Context: an optimization exercise on an open-source flow, tuned for small area, a short achievable clock period and few clock cycles per item. The choices shown serve that exercise and are no tape-out recipe. No functional check of the RTL was part of any run shown here. Power and IR drop assume default switching activity.

File: design/flow/standard.sh
#!/bin/bash
# synth_recipe.tcl (not shown) runs the flow's synth.tcl, then flattens the netlist and writes it again
# the make line also repeats each setting of config.mk as NAME=value (left out here)
make -C /OpenROAD-flow-scripts/flow DESIGN_CONFIG=/design/flow/config.mk WORK_HOME=/design/flow/orfs CLKGATE_MAP_FILE= SYNTH_SCRIPT=/design/flow/synth_recipe.tcl "${@:-finish}"
File: design/flow/config.mk
export PLATFORM = sky130hd
export DESIGN_NAME = Final_p
export DESIGN_NICKNAME = Final_p
export VERILOG_FILES = /design/flow/design.v
export SDC_FILE = /design/flow/constraint.sdc
export NUM_CORES = 4
export LEC_CHECK = 0
export CAP_MARGIN = 20
export CORE_MARGIN = 2
export CORE_UTILIZATION = 40
export SLEW_MARGIN = 20
File: design/flow/flow/run.sh
#!/bin/bash
# Standard ORFS layout, with plain buffers on the ports and the resizer free to
# swap any cell for another of the same function.
set -u
bash standard.sh finish \
  'BUFFER_PORTS_ARGS=-buffer_cell sky130_fd_sc_hd__buf_2' \
  MATCH_CELL_FOOTPRINT=0 > standard.log 2>&1
File: design/flow/design.v
`timescale 1ns / 1ps
module Final_p(quotient, remainder, done, rowk, columnk, equal, clk, rst);
output [15:0] quotient, remainder;
output done;
input equal, clk, rst;
input [3:0] rowk, columnk;
function [4:0] dec5;			 
	input [4:0] x;
	integer n;
	reg b;
	begin
		b = 1'b1;
		for (n = 0; n < 5; n = n + 1) begin
			dec5[n] = x[n] ^ b;
			b = b & ~x[n];
		end
	end
endfunction
function [2:0] dec3;			 
	input [2:0] x;
	begin
		dec3 = {x[2] ^ ~(x[1] | x[0]), x[1] ^ ~x[0], ~x[0]};
	end
endfunction
function [2:0] inc3;			 
	input [2:0] x;
	begin
		inc3 = {x[2] ^ (x[1] & x[0]), x[1] ^ x[0], ~x[0]};
	end
endfunction
wire row_ok = (rowk == 4'd1) | (rowk == 4'd2) | (rowk == 4'd4) | (rowk == 4'd8);
wire col_ok = (columnk == 4'd1) | (columnk == 4'd2) | (columnk == 4'd4) | (columnk == 4'd8);
wire kv = row_ok & col_ok;
wire [1:0] ri = {rowk[3] | rowk[2], rowk[3] | rowk[1]};
wire [1:0] ci = {columnk[3] | columnk[2], columnk[3] | columnk[1]};
reg [3:0] d;
always @(*) begin
	case ({ri, ci})
		4'b1111: d = 4'd15;
		4'b1110: d = 4'd14;
		4'b1101: d = 4'd13;
		4'b1100: d = 4'd12;
		4'b1011: d = 4'd11;
		4'b1010: d = 4'd10;
		4'b1001: d = 4'd0;
		4'b1000: d = 4'd9;
		4'b0111: d = 4'd8;
		4'b0110: d = 4'd7;
		4'b0101: d = 4'd6;
		4'b0100: d = 4'd5;
		4'b0011: d = 4'd4;
		4'b0010: d = 4'd3;
		4'b0001: d = 4'd2;
		default: d = 4'd1;
	endcase
end
reg prev_kv;
wire press = kv & ~prev_kv;
reg [2:0] cnt;		 
reg full;		 
reg [15:0] r;		 
reg [15:0] dv;		 
reg [15:0] q;		 
reg [4:0] p;		 
reg nz;			 
wire dnz = (d != 4'd0);
wire first = (cnt == 3'd4);
wire last = (cnt == 3'd7);
wire nzp = nz & ~first;					 
wire [3:0] nd = d[3] ? d : d[2] ? {d[2:0], 1'b0} : d[1] ? {d[1:0], 2'b0} : {d[0], 3'b0};
wire [3:0] val = nzp ? d : nd;
wire [4:0] pm4 = {dec3(p[4:2]), p[1:0]};
wire [4:0] pb = last ? p : pm4;
wire [4:0] pb4 = {inc3(pb[4:2]), pb[1:0]};
wire [4:0] pb3 = dec5(pb4);
wire [4:0] pb2 = dec5(pb3);
wire [4:0] pb1 = dec5(pb2);
wire [4:0] pl = d[3] ? pb : d[2] ? pb1 : d[1] ? pb2 : pb3;
reg [4:0] pa;
always @(*) begin
	case ({cnt[1:0], d[3], d[2], d[1]})
		5'b00100, 5'b00101, 5'b00110, 5'b00111: pa = 5'd12;
		5'b00010, 5'b00011: pa = 5'd11;
		5'b00001: pa = 5'd10;
		5'b00000: pa = 5'd9;
		5'b01100, 5'b01101, 5'b01110, 5'b01111: pa = 5'd8;
		5'b01010, 5'b01011: pa = 5'd7;
		5'b01001: pa = 5'd6;
		5'b01000: pa = 5'd5;
		5'b10100, 5'b10101, 5'b10110, 5'b10111: pa = 5'd4;
		5'b10010, 5'b10011: pa = 5'd3;
		5'b10001: pa = 5'd2;
		5'b10000: pa = 5'd1;
		5'b11100, 5'b11101, 5'b11110, 5'b11111: pa = 5'd0;
		5'b11010, 5'b11011: pa = 5'd31;
		5'b11001: pa = 5'd30;
		default: pa = 5'd29;
	endcase
end
reg [15:0] placed;
integer i, j;
always @(*) begin
	placed = 16'd0;
	for (i = 0; i < 16; i = i + 1)
		for (j = 0; j < 4; j = j + 1)
			if (p == ((i - j) & 31))
				placed[i] = placed[i] | val[j];
end
wire run = nz & ~p[4];
wire step = full & run;
wire [16:0] diff = {1'b0, r} - {1'b0, dv};
wire ge = ~diff[16];
assign done = equal & full & ~run;
assign quotient = q;
assign remainder = r;
always @(posedge clk or posedge rst) begin
	if (rst) begin
		prev_kv <= 1'b0;
		cnt <= 3'd0;
		full <= 1'b0;
	end
	else begin
		prev_kv <= kv;
		if (press) begin
			cnt <= {cnt[2] ^ (cnt[1] & cnt[0]), cnt[1] ^ cnt[0], ~cnt[0]};
			full <= last;
		end
	end
end
always @(posedge clk) begin
	if (press & ~cnt[2])
		r <= {r[11:0], d};
	else if (step & ge)
		r <= diff[15:0];
	if (press) begin
		if (~cnt[2]) begin
			if (cnt[1:0] == 2'd0)
				p <= dnz ? pa : 5'b11100;
			else if (~nz & dnz)
				p <= pa;
			nz <= (nz & (cnt[1:0] != 2'd0)) | dnz;
		end
		else begin
			dv <= (first ? 16'd0 : dv) | placed;
			nz <= nzp | dnz;
			if (nzp)
				p <= pb;
			else if (dnz)
				p <= pl;
			if (last)
				q <= {16{~(nzp | dnz)}};
		end
	end
	else if (step) begin
		dv <= {1'b0, dv[15:1]};
		p <= dec5(p);
		q <= {q[14:0], ge};
	end
end
endmodule
File: design/flow/constraint.sdc
create_clock -name core_clock -period 4.0 [get_ports {clk}]
set_input_delay 0.8000 -clock core_clock [delete_from_list [all_inputs] [get_ports {clk}]]
set_output_delay 0.8000 -clock core_clock [all_outputs]
set_load 0.01 [all_outputs]
==> results of run 1 <==
## metrics by stage
step	total power, mW	instance area [µm²]	cells	util, %	hold WS, ns
2_1_floorplan	1.43	4860	526	-	0.460
5_1_grt	2.49	5470	715	45.7	0.398
3_5_place_dp	1.63	5200	699	43.5	0.488
4_1_cts	2.35	5470	715	45.7	0.395
3_3_place_gp	1.61	5200	699	43.5	0.483
6_report	2.34	5470	715	45.7	0.388
## layer usage
layer | GRT usage [%] | vias to the layer above
met4 | 8.21 | 0
met2 | 33.4 | 157
met3 | 4.55 | 34
li1 | - | 2071
met5 | 0 | -
met1 | 24.9 | 2079
## final cells by class
cell class              instances  area share, %
multi-input cells             407           52.4
flip-flops and latches         59           31.9
repair buffers                 51           5.03
clock buffers                   9           4.12
well taps                     147           3.36
inverters                      35           2.40
clock inverters                 7          0.801
## flip-flops by register name, indices dropped and copies added (netlist names)
signal   flops
dv          16
q           16
r           16
p            5
cnt          3
full         1
nz           1
prev_kv      1
## logic make-up after synthesis
group	count (synthesis)	synth area share, %
AO/OA/AOI/OAI	178	26.2
buffers and inverters	60	5.22
flip-flops	59	35.9
XOR/XNOR	20	3.60
AND/OR/NAND/NOR	159	16.3
adder cells (fa/ha/maj)	45	11.7
multiplexers	5	1.08
## worst paths after layout
check | slack, ns | from | end | cells after the start
min in group core_clock | 0.50 | full$_DFFE_PP0N_ | full$_DFFE_PP0N_ | 2
max reg2reg | 0.31 | cnt[2]$_DFFE_PP0N_ | p[4]$_DFFE_PP_ | 13
min reg2reg | 0.50 | full$_DFFE_PP0N_ | full$_DFFE_PP0N_ | 2
min | 0.39 | rst | prev_kv$_DFF_PP0_ | 2
max in group asynchronous | 3.40 | rst | cnt[1]$_DFFE_PP0N_ | 2
max | 0.31 | cnt[2]$_DFFE_PP0N_ | p[4]$_DFFE_PP_ | 13
## critical path: stages, from the launching register on
cell and delay, ns:
dfrtp_1 0.62, ha_1 0.40, o21ai_0 0.19, ha_1 0.31, inv_1 0.04, ha_1 0.31, ha_1 0.33, ha_1 0.21
xor2_1 0.16, and2_1 0.14, o21ai_0 0.08, a31oi_1 0.33, xnor2_1 0.17, o221ai_1 0.14
## placed cells by master (no fill, tap or decap), drive strengths merged, types with 7 or more instances in the layout
master,count
edfxtp,54
nor2b,7
nor3,10
clkbuf,9
a32oi,11
xor2,9
o21ai,27
xnor2,11
a211oi,7
a21o,20
o22ai,11
a31oi,8
ha,44
a21oi,35
buf,51
nand3,9
and2,8
nand2b,12
nor2,37
inv,35
nand2,52
## power by group
part / total, mW / internal, mW / switching [mW]
Combinational: 0.781 / 0.312 / 0.469
Sequential: 0.843 / 0.777 / 0.0664
Clock: 0.713 / 0.415 / 0.298
==> run_results.csv, run 1 <==
group,metric,value,unit
outcome,status,"no timing/DRC/antenna violations",
clock_network,cts_tree,"built",
sta,slew_headroom,31.3,%
sta,max_clock_freq,271,MHz
min_path,hold_path_class,"in -> async",
synth,syn_area,4860,µm²
synth,synth_top_area_share,33.3,%
setup_path,worstPathRequired,4.07,ns
clock_network,clock_latency,0.33,ns
sta,rsz0062_at_grt,"no",
synth,yosysUniqueCellTypes,71,
route,route.met2.wl,6100,µm
floorplanning,num_rows,40,
synth,ys_ff_latch,59,
synth,yosysTopAreaCell,"edfxtp_1",
route,drc,0,
synth,synth_edf_count,54,
setup_path,cp.arrival,3.76,ns
setup_path,startpoint_type,"flop",
synth,yosysWarningCount,1,
route,ant_nets,0,
grt,grt_pass1_wl,20500,µm
finish,drive_gt1_share,13.9,%
setup_path,path_class,"reg -> reg",
route,wl,12600,µm
synth,avgSynthCellArea,9.25,µm²
synth,syn_inst,526,
sta,fin_tns_setup,0,ns
floorplanning,fp.dieW,114,µm
synth,seq_area_frac_synth,35.9,%
sta,fin_crit_sh,92.4,%
clock_network,postCtsSetupBuffers,0,
sta,hold_violations,0,
route,top_layer,"met4",
sta,slew_violations,0,
pwr,powerDensity,427,nW/µm²
synth,synth.net_count,582,
clock_network,clock-root-buffer,"clkbuf_16",
setup_path,worst-path-max-fanout,14,
synth,async_reset_ff_share,8.47,%
sta,tightestPinTransition,1.00,ns
floorplanning,core,12000,µm²
floorplanning,die_h,114,µm
job,cap_viol_max_count,0,
floorplanning,start_util,40.7,%
floorplanning,die_area,13100,µm²
pwr,ir_drop,0.183,mV
finish,finalNetCount,619,
setup_path,crit_path_end_kind,"flop",
route,wl_met3,597,µm
placement,dp_slack,0.362,ns
clock_network,hold_buffers,0,
finish,final.fill_count,1155,
clock_network,ctsResizeCount,0,
sta,fin_skew,0.00336,ns
finish,diodes,0,
synth,yosys-top-cells-count,"54 x edfxtp_1, 52 x nand2_1, 44 x ha_1",
finish,multi_input_area,2860,µm²
sta,fin_crit,3.69,ns
clock_network,clock-sinks,59,
sta,finalSetupViolCount,0,
synth,yosysMostFrequentCell,"edfxtp_1",
route,drtIter0Drc,298,
synth,synthFlopType,"edfxtp_1",
sta,setup_ws,0.305,ns
clock_network,clk_pin_slew,0.06,ns
synth,synthTopCellsByArea,"edfxtp_1 33%, ha_1 11%, nand2_1 4.0%",
finish,regArea,1750,µm²
grt,first_global_vias,4191,
grt,track_usage,20.0,%
route,wl_per_cell,17.7,µm
placement,place.gp.congestion,0.972,
finish,area_delta_synth_final,12.4,%
grt,antenna_found_initial,0,
placement,hpwl,9300,µm
route,vias_per_cell,6.07,
grt,overflow,0,
floorplanning,io_pins,44,
clock_network,htree_levels,3,
route,wl_met1,5640,µm
route,drt_first_pass_iters,4,
pwr,power_leakage,2.25,nW
grt,grt_max_degree,33,
clock_network,cts_buffers,9,
clock_network,max-clock-path-buffers,2,
route,vias,4341,
placement,io_buffers,43,
==> run 2: changes to the inputs <==
--- a/design/flow/config.mk
+++ b/design/flow/config.mk
@@ -9,3 +9,4 @@
 export CORE_MARGIN = 2
 export CORE_UTILIZATION = 40
+export SETUP_SLACK_MARGIN = 2.0
 export SLEW_MARGIN = 20
==> run 2 against run 1 <==
Die area unchanged. Hold slack got worse by 0.0045 ns. Final cell count up 11%. Non-clock buffer count is 69 higher. First-iteration DRC count rose by 52%. Sequential power is 1% lower. Register-to-register slack better by 0.63 ns. Flip-flop and latch count stayed put. Via count up 13%. Global-route usage grew 5.1 points. Clock skew is 0.0046 ns higher. Sequential share of layout area shrank 8.0 points. Largest power group is now combinational logic. Highest routed layer unchanged.
==> run_results.csv, run 2 <==
group,metric,value,unit
clock_network,max-clock-path-buffers,2,
outcome,status,"no timing/DRC/antenna violations",
sta,hold_violations,0,
floorplanning,start_util,40.7,%
sta,rsz0062_at_grt,"yes",
floorplanning,core,12000,µm²
synth,yosys-top-cells-count,"54 x edfxtp_1, 52 x nand2_1, 44 x ha_1",
clock_network,cts_buffers,9,
synth,synth-compound-area-share,26.2,%
finish,diodes,0,
synth,synth.net_count,582,
finish,reg.largest.list,"dv x16, q x16, r x16",
setup_path,reg2reg_from,"cnt[0]$_DFFE_PP0N_",
synth,synth_top_family_by_area,"compound AO/OA/AOI/OAI gates",
sta,finalSetupViolCount,0,
finish,final_cell_mix,"54 x edfxtp_1, 49 x buf_4, 38 x nand2_1",
route,vias_per_cell,6.18,
synth,yosysMostFrequentCell,"edfxtp_1",
floorplanning,num_rows,40,
synth,avgSynthCellArea,9.25,µm²
sta,fin_crit,3.06,ns
finish,final_common_cell,"edfxtp_1",
setup_path,path_class,"reg -> reg",
setup_path,crit_path_end_kind,"flop",
route,drc,0,
placement,dp_slack,0.724,ns
synth,syn_inst,526,
sta,fin_tns_setup,0,ns
sta,max_clock_freq,327,MHz
finish,instances_no_fill,792,
setup_path,worst-path-max-fanout,4,
floorplanning,die_area,13100,µm²
synth,synth-xor-area-share,3.60,%
sta,fin_hold_ws,0.383,ns
finish,drive_gt1_share,43.6,%
pwr,powerDensity,423,nW/µm²
job,cap_viol_max_count,0,
finish,finalNetCount,697,
floorplanning,fp.dieW,114,µm
sta,slew_violations,0,
synth,synth_top_area_share,33.3,%
setup_path,cp.arrival,3.12,ns
sta,fin_crit_sh,76.5,%
sta,fin_skew,0.00793,ns
setup_path,worstPathRequired,4.06,ns
grt,grt_pass1_wl,25300,µm
synth,syn_area,4860,µm²
synth,synthFlopType,"edfxtp_1",
synth,async_reset_ff_share,8.47,%
synth,yosysTopAreaCell,"edfxtp_1",
floorplanning,io_pins,44,
setup_path,r2r-end,"p[4]$_DFFE_PP_",
finish,area_delta_synth_final,50.4,%
clock_network,clock-root-buffer,"clkbuf_16",
route,vias,4893,
synth,synthMuxAreaShare,1.08,%
min_path,hold_path_class,"in -> async",
grt,grt_max_degree,24,
grt,first_global_vias,4835,
placement,io_buffers,43,
sta,slew_headroom,55.2,%
placement,place_inst,698,
setup_path,rr_worst_depth,14,
clock_network,hold_buffers,0,
route,drtIter0Drc,454,
finish,final_util,61.2,%
clock_network,cts_tree,"built",
clock_network,clock-sinks,59,
setup_path,startpoint_type,"flop",
clock_network,clock_latency,0.33,ns
floorplanning,die_h,114,µm
clock_network,htree_levels,3,
route,drt_first_pass_iters,6,
grt,overflow,0,
synth,yosys.area_share.simple,16.3,%
sta,tightestPinTransition,0.668,ns
clock_network,clk_pin_slew,0.06,ns
synth,synthTopCellsByArea,"edfxtp_1 33%, ha_1 11%, nand2_1 4.0%",
synth,yosysWarningCount,1,
synth,synth_edf_count,54,
placement,place.gp.congestion,0.919,
sta,setup_ws,0.939,ns
grt,antenna_found_initial,0,
setup_path,reg2reg_slack,0.94,ns
synth,seq_area_frac_synth,35.9,%
pwr,power_leakage,2.90,nW
pwr,ir_drop,0.314,mV
finish,final.fill_count,937,
placement,hpwl,9750,µm
synth,yosysUniqueCellTypes,71,
synth,ys_ff_latch,59,
route,wl_per_cell,20.8,µm
grt,track_usage,25.0,%
route,wl,16500,µm
route,ant_nets,0,
synth,synth-adder-area-share,11.7,%
run 2: layout make-up:
type                       instances  area [µm²]  area share, %
timing repair buffer             120        1020           14.0
sequential                        59        1750           23.9
inverter                          35         160           2.19
multi-input combinational        414        3820           52.2
timing repair inverter             2        27.5          0.376
clock buffer                       9         225           3.08
clock inverter                     6         129           1.76
tap                              147         184           2.51
run 2: kinds of logic (layout without fill, tap and decap cells):
| group | count (synthesis) | after routing |
|---|---|---|
| xor gates and xnor gates | 20 | 20 |
| muxes | 5 | 6 |
| DFF | 59 | 59 |
| adders and majority gates | 45 | 45 |
| AOI/OAI and AO/OA | 178 | 181 |
| buffers and inverters | 60 | 172 |
| and+or+nand+nor | 159 | 162 |
run 2: routing by layer:
| layer | wire [µm] | part of all wire (%) | up-vias | global-route usage [%] |
|---|---|---|---|---|
| met2 | 7920 | 48 | 245 | 41.0 |
| met5 | 0 | 0 | - | 0 |
| li1 | - | - | 2245 | - |
| met1 | 6740 | 41 | 2341 | 31.9 |
| met3 | 1190 | 7.2 | 62 | 5.19 |
| met4 | 605 | 3.7 | 0 | 11.3 |
run 2: timing repair:
item,in CTS,in global routing
setup buffers,53,15
cloned,10,1
pin swaps,47,36
setup endpoints to repair,113,113
endpoints found under the hold margin,0,0
gates resized for setup,102,63
run 2: stage by stage:
step	instance area (µm²)	power (mW)
6_report	7320	3.09
5_1_grt	7320	3.24
4_1_cts	6910	2.98
3_3_place_gp	5570	1.75
3_5_place_dp	5570	1.77
2_1_floorplan	5330	1.57
run 2: worst max-delay path by stage:
stage | start | endpoint | slack [ns] | cells after the start
finish | cnt[0]$_DFFE_PP0N_ | p[4]$_DFFE_PP_ | 0.94 | 14
global route | cnt[1]$_DFFE_PP0N_ | p[4]$_DFFE_PP_ | 0.85 | 14
CTS | cnt[0]$_DFFE_PP0N_ | p[4]$_DFFE_PP_ | 0.88 | 15
detailed placement | p[2]$_DFFE_PP_ | p[4]$_DFFE_PP_ | 0.72 | 14
global placement | p[2]$_DFFE_PP_ | p[4]$_DFFE_PP_ | 0.80 | 14
floorplan | cnt[0]$_DFFE_PP0N_ | p[4]$_DFFE_PP_ | 1.11 | 14
run 2: report_power, final:
group          total [mW]  leakage [nW]  switching, mW  internal (mW)
registers           0.831         0.551         0.0517          0.779
logic                1.32          2.17          0.718          0.603
clock network       0.941         0.173          0.277          0.664
total                3.09          2.90           1.05           2.05
run 2: critical path, cell delays in order, from the launching register on:
cell and delay [ns]:
dfrtp_2 0.42, ha_4 0.17, ha_4 0.19, xnor2_4 0.14
ha_1 0.30, inv_2 0.04, ha_4 0.27, ha_4 0.20
ha_4 0.15, xor2_1 0.16, and2_1 0.16, o21ai_2 0.12
a31oi_2 0.12, xnor2_1 0.21, o221ai_1 0.14
==> run 3: changes to the inputs <==
--- a/design/flow/config.mk
+++ b/design/flow/config.mk
@@ -9,4 +9,4 @@
 export CORE_MARGIN = 2
 export CORE_UTILIZATION = 40
-export SETUP_SLACK_MARGIN = 2.0
+export SETUP_SLACK_MARGIN = 1.5
 export SLEW_MARGIN = 20
==> run 3 against run 2 <==
Still clean. Combinational power down 9.8%. Clock skew decreased by 0.0013 ns. Cell area fell by 5.1%. Largest power group unchanged.
==> run_results.csv, run 3 <==
group,metric,value,unit
floorplanning,num_rows,40,
placement,place.gp.congestion,0.911,
clock_network,clock-root-buffer,"clkbuf_16",
sta,fin_crit,3.03,ns
sta,hold_violations,0,
sta,fin_skew,0.00660,ns
setup_path,cp.arrival,3.11,ns
setup_path,crit_slowest_cell,"dfrtp_2",
sta,slew_violations,0,
route,route.met2.wl,7500,µm
synth,syn_area,4860,µm²
grt,grt_pass1_wl,23900,µm
clock_network,cts_tree,"built",
synth,yosys-top-cells-count,"54 x edfxtp_1, 52 x nand2_1, 44 x ha_1",
floorplanning,start_util,40.7,%
finish,drive_gt1_share,37.2,%
grt,grt_max_degree,21,
grt,overflow,0,
grt,antenna_found_initial,0,
route,wl_met1,6570,µm
placement,hpwl,10100,µm
min_path,hold_path_class,"in -> async",
route,drtIter0Drc,396,
sta,tightestPinTransition,0.544,ns
pwr,power_leakage,2.77,nW
grt,first_global_vias,4520,
setup_path,startpoint_type,"flop",
synth,yosysWarningCount,1,
outcome,status,"no timing/DRC/antenna violations",
setup_path,worst_path_dominant_cell_family,"adder cells",
pwr,total_power,2.86,mW
synth,yosysMostFrequentCell,"edfxtp_1",
setup_path,cpMostUsedCell,"ha_4",
route,vias_per_cell,6.04,
sta,max_clock_freq,330,MHz
route,ant_nets,0,
setup_path,path_cells,"ha_4 -> ha_4 -> xnor2_4 -> ha_4 -> inv_2 -> ha_4 -> ha_4 -> ha_4 -> xor2_1 -> and2_1 -> o21ai_2 -> a31oi_2 -> xnor2_1 -> o221ai_1",
synth,synth.net_count,582,
floorplanning,fp.dieW,114,µm
finish,final_cell_mix,"54 x edfxtp_1, 50 x buf_4, 44 x nand2_1",
setup_path,reg2reg_from,"cnt[1]$_DFFE_PP0N_",
synth,synth_edf_count,54,
finish,area_delta_synth_final,42.7,%
floorplanning,die_area,13100,µm²
sta,finalSetupViolCount,0,
setup_path,r2r-end,"p[4]$_DFFE_PP_",
clock_network,clock-sinks,59,
route,wl,15400,µm
route,drt_first_pass_iters,5,
sta,slew_headroom,63.6,%
synth,async_reset_ff_share,8.47,%
synth,avgSynthCellArea,9.25,µm²
pwr,ir_drop,0.305,mV
setup_path,reg2reg_slack,0.97,ns
synth,synth_top_area_share,33.3,%
route,vias,4751,
route,wl_met3,846,µm
route,drc,0,
synth,yosysTopAreaCell,"edfxtp_1",
setup_path,crit_path_end_kind,"flop",
synth,ys_ff_latch,59,
setup_path,max_stage_delay,0.43,ns
clock_network,htree_levels,3,
finish,diodes,0,
finish,final_common_cell,"edfxtp_1",
sta,fin_tns_setup,0,ns
floorplanning,io_pins,44,
synth,yosysUniqueCellTypes,71,
grt,track_usage,23.7,%
clock_network,clk_pin_slew,0.06,ns
synth,syn_inst,526,
synth,synthFlopType,"edfxtp_1",
sta,rsz0062_at_grt,"yes",
setup_path,worst-path-buf-inv,1,
setup_path,rr_worst_depth,14,
synth,seq_area_frac_synth,35.9,%
setup_path,worst-path-max-fanout,4,
clock_network,clock_latency,0.35,ns
setup_path,worstPathRequired,4.08,ns
clock_network,max-clock-path-buffers,2,
setup_path,path_class,"reg -> reg",
placement,io_buffers,43,
synth,synthTopCellsByArea,"edfxtp_1 33%, ha_1 11%, nand2_1 4.0%",
sta,fin_crit_sh,75.7,%
finish,final.fill_count,997,
job,cap_viol_max_count,0,
route,wl_per_cell,19.5,µm
floorplanning,core,12000,µm²
pwr,powerDensity,412,nW/µm²
finish,reg.largest.list,"dv x16, q x16, r x16",
clock_network,cts_buffers,9,
floorplanning,die_h,114,µm
clock_network,hold_buffers,0,
finish,finalNetCount,691,
route,top_layer,"met4",
-- run 3: kinds of logic after synthesis --
family | count (synthesis) | synth area share [%]
buf+inv | 60 | 5.22
fa+ha+maj | 45 | 11.7
flops | 59 | 35.9
simple gates | 159 | 16.3
mux | 5 | 1.08
xor+xnor | 20 | 3.60
compound gates | 178 | 26.2
-- run 3: worst reg2reg max path, cell delays in order, from the launching register on --
cell	delay, ns
dfrtp_2	0.43
ha_4	0.17
ha_4	0.18
xnor2_4	0.22
ha_4	0.24
inv_2	0.06
ha_4	0.20
ha_4	0.22
ha_4	0.15
xor2_1	0.16
and2_1	0.16
o21ai_2	0.12
a31oi_2	0.13
xnor2_1	0.19
o221ai_1	0.13
-- run 3: cell type report --
cell class | instances | area [µm²] | area share, %
multi-input combinational | 411 | 3580 | 51.6
clock buffer | 11 | 233 | 3.35
inverter | 35 | 141 | 2.04
tap | 147 | 184 | 2.65
sequential | 59 | 1750 | 25.2
clock inverter | 5 | 77.6 | 1.12
timing repair buffer | 119 | 977 | 14.1
-- run 3: how the worst max path moves through the flow --
stage,start,to,slack (ns),depth (start not counted)
global placement,columnk[3],dv[9]$_DFFE_PP_,0.68,8
detailed placement,columnk[3],dv[1]$_DFFE_PP_,0.67,10
floorplan,cnt[0]$_DFFE_PP0N_,p[4]$_DFFE_PP_,1.11,14
CTS,cnt[1]$_DFFE_PP0N_,p[4]$_DFFE_PP_,0.94,14
global route,cnt[1]$_DFFE_PP0N_,p[4]$_DFFE_PP_,0.80,14
finish,cnt[1]$_DFFE_PP0N_,p[4]$_DFFE_PP_,0.97,14
-- run 3: timing repair --
action	in CTS	in global routing
setup endpoints to repair	78	81
setup buffers	37	29
gates resized for setup	54	56
gates cloned	4	2
pin swaps	23	47
hold endpoints to repair	0	0
-- run 3: power by group --
part	internal [mW]	leakage, nW	switching [mW]
Combinational	0.541	2.07	0.652
Clock	0.543	0.150	0.294
Sequential	0.779	0.551	0.0522
Total	1.86	2.77	0.998
-- run 3: stage by stage --
stage	utilization, %	cell area [µm²]	worst slack, ns	hold slack (ns)	std cells
final	58.0	6940	0.972	0.357	787
after floorplan	-	5200	1.11	0.459	526
after CTS	53.7	6430	0.935	0.377	756
after detailed placement	46.1	5510	0.672	0.486	699
after global placement	46.1	5510	0.684	0.481	699
after global routing	58.0	6940	0.805	0.391	787
-- run 3: metal layers --
| metal | track usage (%) | up-vias |
|---|---|---|
| met5 | 0 | - |
| met4 | 9.59 | 0 |
| met3 | 5.51 | 44 |
| met2 | 40.4 | 157 |
| met1 | 29.0 | 2333 |
| li1 | - | 2217 |
==> run 4: changes to the inputs <==
==> design/flow/run.sh (new file) <==
#!/bin/bash
# synth_recipe.tcl (not shown) runs the flow's synth.tcl, then flattens the netlist and writes it again
# the make line also repeats each setting of config.mk as NAME=value (left out here)
make -C /OpenROAD-flow-scripts/flow DESIGN_CONFIG=/design/flow/config.mk WORK_HOME=/design/flow/orfs CLKGATE_MAP_FILE= SYNTH_SCRIPT=/design/flow/synth_recipe.tcl finish
--- a/design/flow/config.mk
+++ b/design/flow/config.mk
@@ -9,4 +9,3 @@
 export CORE_MARGIN = 2
 export CORE_UTILIZATION = 40
-export SETUP_SLACK_MARGIN = 1.5
 export SLEW_MARGIN = 20
removed: design/flow/flow/run.sh
removed: design/flow/standard.sh
==> run 4 against run 3 <==
Global-route usage down 2.1 points. Flip-flop and latch count unchanged. Setup slack worse by 0.58 ns. Sequential power about the same. Clock-buffer cell count down 2. Sequential share of layout area up 4.7 points. Fmax down 16%. Final cell count down 7.8%. Critical path depth unchanged. Die area unchanged. Largest cell class unchanged. Largest power group unchanged. Highest routed layer unchanged.
==> run_results.csv, run 4 <==
group,metric,value,unit
finish,diodes,0,
floorplanning,die_h,114,µm
grt,track_usage,21.6,%
route,drtIter0Drc,408,
sta,tightestPinTransition,0.529,ns
sta,fin_skew,0.00698,ns
floorplanning,num_rows,40,
synth,yosysMostFrequentCell,"edfxtp_1",
finish,area_delta_synth_final,20.0,%
floorplanning,die_area,13100,µm²
finish,final.fill_count,1112,
grt,overflow,0,
setup_path,path_class,"reg -> reg",
synth,async_reset_ff_share,8.47,%
sta,fin_crit,3.61,ns
min_path,hold_path_class,"reg -> reg",
setup_path,worst-path-buf-inv,1,
finish,final_common_cell,"edfxtp_1",
sta,slew_violations,0,
floorplanning,start_util,40.7,%
route,drt_first_pass_iters,5,
clock_network,cts_tree,"built",
placement,hpwl,10200,µm
setup_path,startpoint_type,"flop",
setup_path,worst-path-max-fanout,6,
route,ant_nets,0,
setup_path,path_cells,"ha_1 -> ha_1 -> o21ai_0 -> ha_1 -> inv_1 -> ha_1 -> ha_1 -> ha_1 -> xor2_1 -> and2_1 -> o21ai_0 -> a31oi_1 -> xnor2_1 -> o221ai_1",
grt,grt_max_degree,28,
route,vias,4414,
placement,place_area,5510,µm²
setup_path,worst_path_dominant_cell_family,"adder cells",
pwr,powerDensity,437,nW/µm²
synth,yosys-top-cells-count,"54 x edfxtp_1, 52 x nand2_1, 44 x ha_1",
clock_network,max-clock-path-buffers,2,
route,wl,13700,µm
finish,final_cell_mix,"54 x edfxtp_1, 52 x nand2_1, 44 x ha_1",
sta,slew_headroom,63.7,%
sta,rsz0062_at_grt,"no",
setup_path,worstPathRequired,4.07,ns
floorplanning,fp.dieW,114,µm
pwr,ir_drop,0.220,mV
setup_path,crit_slowest_cell,"dfrtp_1",
route,drc,0,
sta,fin_tns_setup,0,ns
sta,fin_hold_ws,0.510,ns
finish,finalNetCount,630,
sta,finalSetupViolCount,0,
setup_path,cpMostUsedCell,"ha_1",
setup_path,crit_path_end_kind,"flop",
clock_network,postCtsSetupBuffers,0,
route,wl_per_cell,18.8,µm
finish,reg.largest.list,"dv x16, q x16, r x16",
synth,avgSynthCellArea,9.25,µm²
synth,syn_inst,526,
placement,io_buffers,43,
clock_network,ctsResizeCount,0,
synth,yosysTopAreaCell,"edfxtp_1",
sta,fin_crit_sh,90.2,%
route,vias_per_cell,6.08,
synth,yosysWarningCount,1,
setup_path,max_stage_delay,0.42,ns
setup_path,rr_worst_depth,14,
outcome,status,"no timing/DRC/antenna violations",
synth,seq_area_frac_synth,35.9,%
clock_network,htree_levels,3,
finish,fin_area,5840,µm²
clock_network,cts_buffers,9,
clock_network,clock_latency,0.35,ns
min_path,hold_depth,2,
sta,hold_violations,0,
pwr,power_leakage,2.35,nW
sta,max_clock_freq,277,MHz
finish,multi_input_area,2860,µm²
clock_network,clock-root-buffer,"clkbuf_16",
job,cap_viol_max_count,0,
synth,synth_top_area_share,33.3,%
synth,synth_edf_count,54,
grt,grt_pass1_wl,22000,µm
synth,synth.net_count,582,
clock_network,clock-sinks,59,
clock_network,clk_pin_slew,0.06,ns
floorplanning,core,12000,µm²
finish,regArea,1750,µm²
synth,ys_ff_latch,59,
synth,synthTopCellsByArea,"edfxtp_1 33%, ha_1 11%, nand2_1 4.0%",
synth,synthFlopType,"edfxtp_1",
clock_network,hold_buffers,0,
setup_path,cp.arrival,3.68,ns
grt,antenna_found_initial,0,
finish,drive_gt1_share,8.46,%
setup_path,crit_cells,14,
grt,first_global_vias,4381,
synth,syn_area,4860,µm²
floorplanning,io_pins,44,
synth,yosysUniqueCellTypes,71,
placement,place.gp.congestion,0.945,
-- run 4: cell types whose count changed in the layout (fill, tap and decap cells not counted), sizes merged --
cell           change
a21o               -1
a21oi              -1
buf               -98
clkbuf             -4
clkdlybuf4s50     +43
clkinv             +2
clkinvlp           -1
inv                +1
mux2               -1
o21a               -1
-- run 4: layout make-up --
cell class | instances | area share [%]
inverters | 35 | 2.25
clock buffers | 9 | 3.86
multi-input cells | 407 | 49.1
clock inverters | 7 | 1.71
repair buffers | 62 | 10.0
flip-flops and latches | 59 | 29.9
well taps | 147 | 3.15
-- run 4: worst register-to-register path, delay by kind of cell (launching register included) --
family	cells	cell delay [ns]
AOI/OAI and AO/OA	4	0.85
adders and majority gates	6	1.55
and+or+nand+nor	1	0.14
buffers and inverters	1	0.06
DFF	1	0.42
xor gates and xnor gates	2	0.31
-- run 4: path summary, 6_finish.rpt --
check,from,to,slack (ns)
max,cnt[0]$_DFFE_PP0N_,p[4]$_DFFE_PP_,0.39
min,full$_DFFE_PP0N_,full$_DFFE_PP0N_,0.51
max reg2reg,cnt[0]$_DFFE_PP0N_,p[4]$_DFFE_PP_,0.39
min reg2reg,full$_DFFE_PP0N_,full$_DFFE_PP0N_,0.51
max in group asynchronous,rst,full$_DFFE_PP0N_,3.11
min in group asynchronous,rst,prev_kv$_DFF_PP0_,0.68
-- run 4: cells by family after synthesis --
family	synth area share, %
AOI/OAI and AO/OA	26.2
xor gates and xnor gates	3.60
adders and majority gates	11.7
buffers and inverters	5.22
DFF	35.9
muxes	1.08
and+or+nand+nor	16.3
-- run 4: power breakdown --
part           switching, mW  internal, mW
registers             0.0518         0.777
logic                  0.502         0.363
clock network          0.311         0.549
total                  0.864          1.69
-- run 4: through the flow --
step	worst slack [ns]	total power [mW]	cells	utilization, %
2_1_floorplan	0.728	1.43	526	-
3_5_place_dp	0.329	1.70	710	46.1
3_3_place_gp	0.380	1.68	710	46.1
5_1_grt	0.189	2.71	726	48.8
6_report	0.391	2.55	726	48.8
4_1_cts	0.391	2.56	726	48.8
-- run 4: routing by layer --
layer / wire length (µm) / track usage (%)
met5: 0 / 0
met4: 543 / 11.7
met3: 737 / 4.82
met2: 6420 / 35.5
met1: 5960 / 26.5

==> afterwards: timing with drivers on the ports <==
The results above use ideal ports. As a check the final layouts listed here were re-extracted and re-timed, cells and wires unchanged. Step 1 (the two cells are an assumption about what drives the block):
set clk [get_ports {clk}]
set_driving_cell -lib_cell sky130_fd_sc_hd__clkbuf_16 $clk
set_driving_cell -lib_cell sky130_fd_sc_hd__buf_2 [delete_from_list [all_inputs] $clk]
Step 2 adds t to the input delays and takes it off the output delays; t is the mean of the earliest and latest rising clock arrival at the registers after step 1. Input paths then give back, and output paths get back, about the clock's delay inside the block. a / b / c = ideal / step 1 / step 2; a / b = the first two.
run	t (ns)	setup slack, ns	clock arrival spread, ns
run 1	0.374	0.305 / 0.305 / 0.305	0.004 / 0.004
run 2	0.368	0.939 / 0.939 / 0.841	0.008 / 0.008
run 3	0.379	0.972 / 0.972 / 0.867	0.006 / 0.006
run 4	0.385	0.391 / 0.391 / 0.294	0.006 / 0.007
After both steps every run listed still meets setup and hold. The setup slack of run 3, which loses most, moves by 0.000 ns with the drivers and by -0.105 ns with both steps.
